Source: an optimization exercise on an open RTL-to-GDS flow (aim: small area, a short achievable clock period and few clock cycles per item). Production flows keep margins and buffers that such runs may drop.
Where RTL was checked, it was by simulation tests only, not by an equivalence proof against the original.
Power figures rest on the tool's default switching activity, not on a simulated workload.

==> run D <==
==> flow/design.v <==
module mp_cache_data_array #(
    parameter NUM_WMASKS = 32,
    parameter DATA_WIDTH = 256,
    parameter ADDR_WIDTH = 4
) (
    input  logic                  clk0,
    input  logic                  csb0,     
    input  logic                  web0,     
    input  logic [NUM_WMASKS-1:0] wmask0,
    input  logic [ADDR_WIDTH-1:0] addr0,
    input  logic [DATA_WIDTH-1:0] din0,
    output logic [DATA_WIDTH-1:0] dout0
);
  localparam RAM_DEPTH = 1 << ADDR_WIDTH;
  logic [DATA_WIDTH-1:0] mem[RAM_DEPTH];
  logic                  web0_reg;
  logic [NUM_WMASKS-1:0] wmask0_reg;
  logic [ADDR_WIDTH-1:0] addr0_reg;
  logic [DATA_WIDTH-1:0] din0_reg;
  always_ff @(posedge clk0) begin
    if (!csb0) begin
      web0_reg   <= web0;
      wmask0_reg <= wmask0;
      addr0_reg  <= addr0;
      din0_reg   <= din0;
    end
  end
  logic [DATA_WIDTH-1:0] bitmask;
  always_comb begin
    for (integer i = 0; i < NUM_WMASKS; i++) bitmask[i*8+:8] = {8{wmask0_reg[i]}};
  end
  always_ff @(posedge clk0) begin
    if (!web0_reg) mem[addr0_reg] <= (mem[addr0_reg] & ~bitmask) | (din0_reg & bitmask);
  end
  assign dout0 = mem[addr0_reg];
endmodule
module mp_cache_tag_array #(
    parameter DATA_WIDTH = 23,
    parameter ADDR_WIDTH = 4
) (
    input  logic                  clk0,
    input  logic                  csb0,     
    input  logic                  web0,     
    input  logic [ADDR_WIDTH-1:0] addr0,
    input  logic [DATA_WIDTH-1:0] din0,
    output logic [DATA_WIDTH-1:0] dout0
);
  localparam RAM_DEPTH = 1 << ADDR_WIDTH;
  logic [DATA_WIDTH-1:0] mem[RAM_DEPTH];
  logic                  web0_reg;
  logic [ADDR_WIDTH-1:0] addr0_reg;
  logic [DATA_WIDTH-1:0] din0_reg;
  always_ff @(posedge clk0) begin
    if (!csb0) begin
      web0_reg  <= web0;
      addr0_reg <= addr0;
      din0_reg  <= din0;
    end
  end
  always_ff @(posedge clk0) begin
    if (!web0_reg) mem[addr0_reg] <= din0_reg;
  end
  assign dout0 = mem[addr0_reg];
endmodule
module sp_ff_array #(
            parameter               S_INDEX     = 4,
            parameter               WIDTH       = 1
)(
    input   logic                   clk0,
    input   logic                   rst0,
    input   logic                   csb0,
    input   logic                   web0,
    input   logic   [S_INDEX-1:0]   addr0,
    input   logic   [WIDTH-1:0]     din0,
    output  logic   [WIDTH-1:0]     dout0
);
            localparam              NUM_SETS    = 2**S_INDEX;
            logic                   web0_reg;
            logic   [S_INDEX-1:0]   addr0_reg;
            logic   [WIDTH-1:0]     din0_reg;
            logic   [WIDTH-1:0]     internal_array [NUM_SETS];
    always_ff @(posedge clk0) begin
        if (rst0) begin
            web0_reg  <= 1'b1;
            addr0_reg <= 'x;
            din0_reg  <= 'x;
        end else begin
            if (!csb0) begin
                web0_reg  <= web0;
                addr0_reg <= addr0;
                din0_reg  <= din0;
            end
        end
    end
    always_ff @(posedge clk0) begin
        if (rst0) begin
            for (integer i = 0; i < NUM_SETS; i++) begin
                internal_array[i] <= '0;
            end
        end else begin
            if (!web0_reg) begin
                internal_array[addr0_reg] <= din0_reg;
            end
        end
    end
    always_comb begin
        dout0 = internal_array[addr0_reg];
    end
endmodule : sp_ff_array
module cache (
    input logic clk,
    input logic rst,
    input  logic [ 31:0] ufp_addr,
    input  logic [  3:0] ufp_rmask,
    input  logic [  3:0] ufp_wmask,
    output logic [255:0] ufp_rdata,
    input  logic [ 31:0] ufp_wdata,
    output logic         ufp_resp,
    output logic [ 31:0] dfp_addr,
    output logic         dfp_read,
    output logic         dfp_write,
    input  logic [255:0] dfp_rdata,
    output logic [255:0] dfp_wdata,
    input  logic         dfp_resp,
    input  logic [ 31:0] dfp_raddr
);
  localparam int L = 16;   
  logic [255:0] data_q [L];
  logic [ 24:0] tag_q  [L];
  logic [L-1:0] valid_q;
  logic [L-1:0] dirty_q;
  logic [  2:0] plru_q [4];
  logic         idle_q;   
  logic         resp_q;   
  logic         wr_q;   
  logic         wb_q;   
  logic         rd_q;   
  logic [L-1:0] sel_q;   
  logic [L-1:0] vline_q;   
  logic [  1:0] vway_q;   
  logic [ 26:0] maddr_q;   
  logic        req;
  logic        start;
  logic        is_wr;
  logic [24:0] tag;
  logic [ 1:0] set;
  logic [ 2:0] word;
  assign req   = (ufp_rmask != 4'b0) || (ufp_wmask != 4'b0);
  assign start = idle_q && req;
  assign is_wr = (ufp_wmask != 4'b0);
  assign tag   = ufp_addr[31:7];
  assign set   = ufp_addr[6:5];
  assign word  = ufp_addr[4:2];
  logic [L-1:0] set_dec;
  logic [L-1:0] line_hit;
  logic         hit;
  logic [ 1:0] hit_way;
  always_comb begin
    for (int l = 0; l < L; l++) begin
      set_dec[l]  = (set == l[3:2]);
      line_hit[l] = set_dec[l] && valid_q[l] && (tag_q[l] == tag);
    end
    hit = |line_hit;
    hit_way = 2'd0;
    for (int l = 0; l < L; l++) if (line_hit[l]) hit_way = l[1:0];
  end
  logic [2:0] plru;
  logic [1:0] victim;
  logic [L-1:0] victim_line;
  logic [24:0] victim_tag;
  logic victim_dirty;   
  always_comb begin
    plru = plru_q[set];
    casez (plru)
      3'b0?0:  victim = 2'd3;
      3'b1?0:  victim = 2'd2;
      3'b?01:  victim = 2'd1;
      default: victim = 2'd0;
    endcase
    for (int l = 0; l < L; l++) victim_line[l] = set_dec[l] && (victim == l[1:0]);
    victim_tag   = tag_q[{set, victim}];
    victim_dirty = valid_q[{set, victim}] && dirty_q[{set, victim}];
  end
  logic fill;   
  logic wb_done;   
  assign fill    = rd_q && dfp_resp;
  assign wb_done = wb_q && dfp_resp;
  always_ff @(posedge clk) begin
    if (rst) begin
      idle_q <= 1'b1;
      resp_q <= 1'b0;
      wr_q   <= 1'b0;
      wb_q   <= 1'b0;
      rd_q   <= 1'b0;
    end else if (start) begin
      idle_q <= 1'b0;
      resp_q <= hit;
      wr_q   <= hit && is_wr;
      wb_q   <= !hit && victim_dirty;
      rd_q   <= !hit && !victim_dirty;
    end else begin
      if (resp_q || fill) idle_q <= 1'b1;
      resp_q <= 1'b0;
      wr_q   <= 1'b0;
      if (wb_q && dfp_resp) begin
        wb_q <= 1'b0;
        rd_q <= 1'b1;
      end
      if (fill) rd_q <= 1'b0;
    end
  end
  always_ff @(posedge clk) begin
    if (start) begin
      vline_q <= victim_line;
      vway_q  <= victim;
      maddr_q <= (!hit && victim_dirty) ? {victim_tag, set} : ufp_addr[31:5];
    end else if (wb_done) begin
      maddr_q <= ufp_addr[31:5];
    end
  end
  always_ff @(posedge clk) begin
    if (start || wb_done) sel_q <= sel_d;
  end
  assign dfp_read  = rd_q;
  assign dfp_write = wb_q;
  assign dfp_addr  = {maddr_q, 5'b0};
  assign ufp_resp  = resp_q || fill;
  logic [L-1:0] sel_d;
  logic         rd_d;
  assign sel_d = start ? (hit ? line_hit : (victim_dirty ? victim_line : '0))
                       : (wb_done ? '0 : sel_q);
  assign rd_d  = start ? (!hit && !victim_dirty) : wb_done || (rd_q && !dfp_resp);
  for (genvar k = 0; k < 8; k++) begin : slices
    out_slice #(
        .W(32)
    ) slice (
        .clk     (clk),
        .rst     (rst),
        .sel_d   (sel_d),
        .rd_d    (rd_d),
        .din     ({data_q[15][k*32+:32], data_q[14][k*32+:32], data_q[13][k*32+:32],
                   data_q[12][k*32+:32], data_q[11][k*32+:32], data_q[10][k*32+:32],
                   data_q[9][k*32+:32], data_q[8][k*32+:32], data_q[7][k*32+:32],
                   data_q[6][k*32+:32], data_q[5][k*32+:32], data_q[4][k*32+:32],
                   data_q[3][k*32+:32], data_q[2][k*32+:32], data_q[1][k*32+:32],
                   data_q[0][k*32+:32]}),
        .mem_data(dfp_rdata[k*32+:32]),
        .dout_u  (ufp_rdata[k*32+:32]),
        .dout_d  (dfp_wdata[k*32+:32])
    );
  end
  logic [ 31:0] byte_wr;   
  logic [255:0] new_line;
  logic         hit_now;   
  assign hit_now = start && hit;
  always_comb begin
    for (int b = 0; b < 32; b++) begin
      byte_wr[b] = is_wr && (word == b[4:2]) && ufp_wmask[b%4];
      new_line[b*8+:8] = byte_wr[b] ? ufp_wdata[(b%4)*8+:8] : dfp_rdata[b*8+:8];
    end
  end
  for (genvar l = 0; l < L; l++) begin : lines
    logic line_fill;
    logic line_wr;
    assign line_fill = rd_q && vline_q[l];
    assign line_wr   = wr_q && sel_q[l];
    for (genvar b = 0; b < 32; b++) begin : bytes
      always_ff @(posedge clk) begin
        if (line_fill || (line_wr && byte_wr[b])) data_q[l][b*8+:8] <= new_line[b*8+:8];
      end
    end
    always_ff @(posedge clk) begin
      if (line_fill) tag_q[l] <= tag;
    end
    always_ff @(posedge clk) begin
      if (rst) begin
        valid_q[l] <= 1'b0;
        dirty_q[l] <= 1'b0;
      end else begin
        if (line_fill) valid_q[l] <= 1'b1;
        if (line_fill || line_wr) dirty_q[l] <= is_wr;
      end
    end
  end
  logic       plru_upd;
  logic [1:0] use_way;
  assign plru_upd = start;
  assign use_way  = hit ? hit_way : victim;
  for (genvar s = 0; s < 4; s++) begin : sets
    always_ff @(posedge clk) begin
      if (rst) plru_q[s] <= 3'b000;
      else if (plru_upd && set == s) begin
        case (use_way)
          2'd0: plru_q[s] <= {plru_q[s][2], 2'b00};
          2'd1: plru_q[s] <= {plru_q[s][2], 2'b10};
          2'd2: plru_q[s] <= {1'b0, plru_q[s][1], 1'b1};
          default: plru_q[s] <= {1'b1, plru_q[s][1], 1'b1};
        endcase
      end
    end
  end
endmodule
module line_mux #(
    parameter int N = 2,
    parameter int W = 1
) (
    input  logic [  N-1:0] sel,
    input  logic [N*W-1:0] din,
    output logic [  W-1:0] dout
);
  always_comb begin
    dout = '0;
    for (int i = 0; i < N; i++) dout = dout | (din[i*W+:W] & {W{sel[i]}});
  end
endmodule
module out_slice #(
    parameter int W = 32
) (
    input  logic            clk,
    input  logic            rst,
    input  logic [    15:0] sel_d,
    input  logic            rd_d,
    input  logic [16*W-1:0] din,
    input  logic [   W-1:0] mem_data,
    output logic [   W-1:0] dout_u,
    output logic [   W-1:0] dout_d
);
  logic [15:0] sel_q;
  logic        rd_q;
  logic [W-1:0] stored;
  always_ff @(posedge clk) begin
    sel_q <= sel_d;
  end
  always_ff @(posedge clk) begin
    if (rst) rd_q <= 1'b0;
    else rd_q <= rd_d;
  end
  line_mux #(
      .N(16),
      .W(W)
  ) mux (
      .sel (sel_q),
      .din (din),
      .dout(stored)
  );
  or_and #(
      .W(W)
  ) last_u (
      .a   (stored),
      .b   (mem_data),
      .bsel(rd_q),
      .y   (dout_u)
  );
  or_and #(
      .W(W)
  ) last_d (
      .a   (stored),
      .b   (mem_data),
      .bsel(rd_q),
      .y   (dout_d)
  );
endmodule
module or_and #(
    parameter int W = 1
) (
    input  logic [W-1:0] a,
    input  logic [W-1:0] b,
    input  logic         bsel,
    output logic [W-1:0] y
);
  assign y = a | (b & {W{bsel}});
endmodule
==> flow/run.sh <==
#!/bin/bash
# synth_recipe.tcl (not shown) runs the flow's synth.tcl, then flattens the netlist and writes it again
# the make line also repeats each setting of config.mk as NAME=value (left out here)
make -C /OpenROAD-flow-scripts/flow DESIGN_CONFIG=/design/flow/config.mk WORK_HOME=/design/flow/orfs CLKGATE_MAP_FILE= SYNTH_SCRIPT=/design/flow/synth_recipe.tcl finish
==> flow/config.mk <==
export PLATFORM = sky130hd
export DESIGN_NAME = cache
export DESIGN_NICKNAME = cache
export VERILOG_FILES = /design/flow/design.v
export SDC_FILE = /design/flow/constraint.sdc
export NUM_CORES = 4
export LEC_CHECK = 0
export CAP_MARGIN = 40
export CELL_PAD_IN_SITES_DETAIL_PLACEMENT = 1
export CELL_PAD_IN_SITES_GLOBAL_PLACEMENT = 2
export CORE_MARGIN = 2
export CORE_UTILIZATION = 35
export SETUP_SLACK_MARGIN = 5
export SLEW_MARGIN = 40
export SYNTH_HIERARCHICAL = 1
export SYNTH_MEMORY_MAX_BITS = 65536
export TNS_END_PERCENT = 100
==> flow/constraint.sdc <==
create_clock -name core_clock -period 12.0 [get_ports {clk}]
set_input_delay 2.4000 -clock core_clock [delete_from_list [all_inputs] [get_ports {clk}]]
set_output_delay 2.4000 -clock core_clock [all_outputs]
set_load 0.01 [all_outputs]
==> inputs of run P, as changes to run D <==
==> flow/design.v, changed modules only <==
module cache (
    input logic clk,
    input logic rst,
    input  logic [ 31:0] ufp_addr,
    input  logic [  3:0] ufp_rmask,
    input  logic [  3:0] ufp_wmask,
    output logic [255:0] ufp_rdata,
    input  logic [ 31:0] ufp_wdata,
    output logic         ufp_resp,
    output logic [ 31:0] dfp_addr,
    output logic         dfp_read,
    output logic         dfp_write,
    input  logic [255:0] dfp_rdata,
    output logic [255:0] dfp_wdata,
    input  logic         dfp_resp,
    input  logic [ 31:0] dfp_raddr
);
  localparam int L = 16;   
  logic [255:0] data_q [L];
  logic [ 24:0] tag_q  [L];
  logic [L-1:0] valid_q;
  logic [L-1:0] dirty_q;
  logic [  2:0] plru_q [4];
  logic        req;
  logic        is_wr;
  logic [24:0] tag;
  logic [ 1:0] set;
  logic [ 2:0] word;
  assign req   = (ufp_rmask != 4'b0) || (ufp_wmask != 4'b0);
  assign is_wr = (ufp_wmask != 4'b0);
  assign tag   = ufp_addr[31:7];
  assign set   = ufp_addr[6:5];
  assign word  = ufp_addr[4:2];
  logic [L-1:0] set_dec;
  logic [L-1:0] line_hit;
  logic         hit;
  logic [ 1:0] hit_way;
  always_comb begin
    for (int l = 0; l < L; l++) begin
      set_dec[l]  = (set == l[3:2]);
      line_hit[l] = set_dec[l] && valid_q[l] && (tag_q[l] == tag);
    end
    hit = |line_hit;
    hit_way = 2'd0;
    for (int l = 0; l < L; l++) if (line_hit[l]) hit_way = l[1:0];
  end
  logic [2:0] plru;
  logic [1:0] victim;
  logic [L-1:0] victim_line;
  logic [24:0] victim_tag;
  logic victim_dirty;   
  always_comb begin
    plru = plru_q[set];
    casez (plru)
      3'b0?0:  victim = 2'd3;
      3'b1?0:  victim = 2'd2;
      3'b?01:  victim = 2'd1;
      default: victim = 2'd0;
    endcase
    for (int l = 0; l < L; l++) victim_line[l] = set_dec[l] && (victim == l[1:0]);
    victim_tag   = tag_q[{set, victim}];
    victim_dirty = valid_q[{set, victim}] && dirty_q[{set, victim}];
  end
  logic fill;   
  logic wb_done;   
  assign dfp_read  = req && !hit && !victim_dirty;
  assign dfp_write = req && !hit && victim_dirty;
  assign dfp_addr  = victim_dirty ? {victim_tag, set, 5'b0} : {ufp_addr[31:5], 5'b0};
  assign fill      = dfp_read && dfp_resp;
  assign wb_done   = dfp_write && dfp_resp;
  logic [L-1:0] line_sel;
  logic         mem_sel;
  logic [255:0] line_out;
  always_comb begin
    for (int l = 0; l < L; l++)
      line_sel[l] = line_hit[l] || (victim_line[l] && victim_dirty && !hit);
    mem_sel = dfp_resp && !victim_dirty;
  end
  line_mux #(
      .N(L + 1),
      .W(256)
  ) out_mux (
      .sel ({mem_sel, line_sel}),
      .din ({dfp_rdata, data_q[15], data_q[14], data_q[13], data_q[12], data_q[11], data_q[10],
             data_q[9], data_q[8], data_q[7], data_q[6], data_q[5], data_q[4], data_q[3],
             data_q[2], data_q[1], data_q[0]}),
      .dout(line_out)
  );
  assign dfp_wdata = line_out;
  assign ufp_rdata = line_out;
  assign ufp_resp  = req && (hit || dfp_resp && !victim_dirty);
  logic [ 31:0] byte_wr;   
  logic [255:0] new_line;
  logic [  1:0] use_way;
  always_comb begin
    for (int b = 0; b < 32; b++) begin
      byte_wr[b] = is_wr && (word == b[4:2]) && ufp_wmask[b%4];
      new_line[b*8+:8] = byte_wr[b] ? ufp_wdata[(b%4)*8+:8] : dfp_rdata[b*8+:8];
    end
    use_way = hit ? hit_way : victim;
  end
  for (genvar l = 0; l < L; l++) begin : lines
    logic line_fill;
    assign line_fill = fill && victim_line[l];
    for (genvar b = 0; b < 32; b++) begin : bytes
      always_ff @(posedge clk) begin
        if (line_fill || (line_hit[l] && byte_wr[b])) data_q[l][b*8+:8] <= new_line[b*8+:8];
      end
    end
    always_ff @(posedge clk) begin
      if (line_fill) tag_q[l] <= tag;
    end
    always_ff @(posedge clk) begin
      if (rst) begin
        valid_q[l] <= 1'b0;
        dirty_q[l] <= 1'b0;
      end else begin
        if (line_fill) valid_q[l] <= 1'b1;
        if (line_fill || (line_hit[l] && is_wr)) dirty_q[l] <= is_wr;
        else if (wb_done && victim_line[l]) dirty_q[l] <= 1'b0;
      end
    end
  end
  for (genvar s = 0; s < 4; s++) begin : sets
    always_ff @(posedge clk) begin
      if (rst) plru_q[s] <= 3'b000;
      else if (ufp_resp && set == s) begin
        case (use_way)
          2'd0: plru_q[s] <= {plru_q[s][2], 2'b00};
          2'd1: plru_q[s] <= {plru_q[s][2], 2'b10};
          2'd2: plru_q[s] <= {1'b0, plru_q[s][1], 1'b1};
          default: plru_q[s] <= {1'b1, plru_q[s][1], 1'b1};
        endcase
      end
    end
  end
endmodule
// module out_slice removed
// module or_and removed
- CELL_PAD_IN_SITES_DETAIL_PLACEMENT: 1 -> not set
- CELL_PAD_IN_SITES_GLOBAL_PLACEMENT: 2 -> not set
- SETUP_SLACK_MARGIN: 5 -> not set
- TNS_END_PERCENT: 100 -> not set
==> summary.txt <==
- First-pass GRT wire length: 878000 um
- Pleak: 66.0 nW
- Antenna violations before repair: 124
- Site Rows: 260
- Clock network area share: 0.0692
- Status: finished clean
- CP top delay family: simple AND/OR/NAND/NOR gates
- Core region area: 502000 um^2
- Final Power: 34.8 mW
- Comb pwr share: 0.086
- Inserted Clock Buffers: 458
# the run above: run P

==> summary.txt <==
- Status: finished clean
- Clock network area share: 0.0780
- Filler cell count: roughly 50k
- First-pass GRT wire length: 977000 um
- Final Power: 39.7 mW
- Site Rows: 266
- Inserted Clock Buffers: 527
- Fmax achieved: 146 MHz
- Antenna violations before repair: 84
- Pleak: 69.2 nW
- Synth top cells by count: edfxtp_1 (4555), a221oi_1 (1033), a22o_1 (1009), a21oi_1 (557), a21o_1 (481)
# the run above: run D

Testbench counts of run D, summed over its fixed seeds: cycles 83,163, requests 24,000.
For run P, only the layout was checked, not whether the RTL still works.

-- separate check: timing with driven ports --
The results above use ideal ports. As a check the final layouts listed here were re-extracted and re-timed, cells and wires unchanged. Step 1 sets driving cells, clkbuf_16 on the clock port and buf_2 on the other inputs (assumed; they add their load-dependent delay and slew). Step 2, shift: input delay + t, output delay - t, t = (earliest + latest rising clock arrival at the registers) / 2. This alone moves slack from input paths to output paths. a / b / c = no drivers / after step 1 / after step 2; a / b = the first two.
| run | t (ns) | setup WS [ns] | latest minus earliest clock arrival (ns) | slew at the worst register clock pin (ns) |
|---|---|---|---|---|
| run D | 1.159 | 5.174 / 5.149 / 4.417 | 0.105 / 0.105 | 0.07 / 0.07 |
| run P | 1.167 | 0.786 / 0.764 / 0.764 | 0.102 / 0.102 | 0.08 / 0.08 |
After both steps setup and hold are still met in every run listed. The setup slack of run D, which loses most, moves by -0.025 ns with the drivers and by -0.757 ns with both steps.
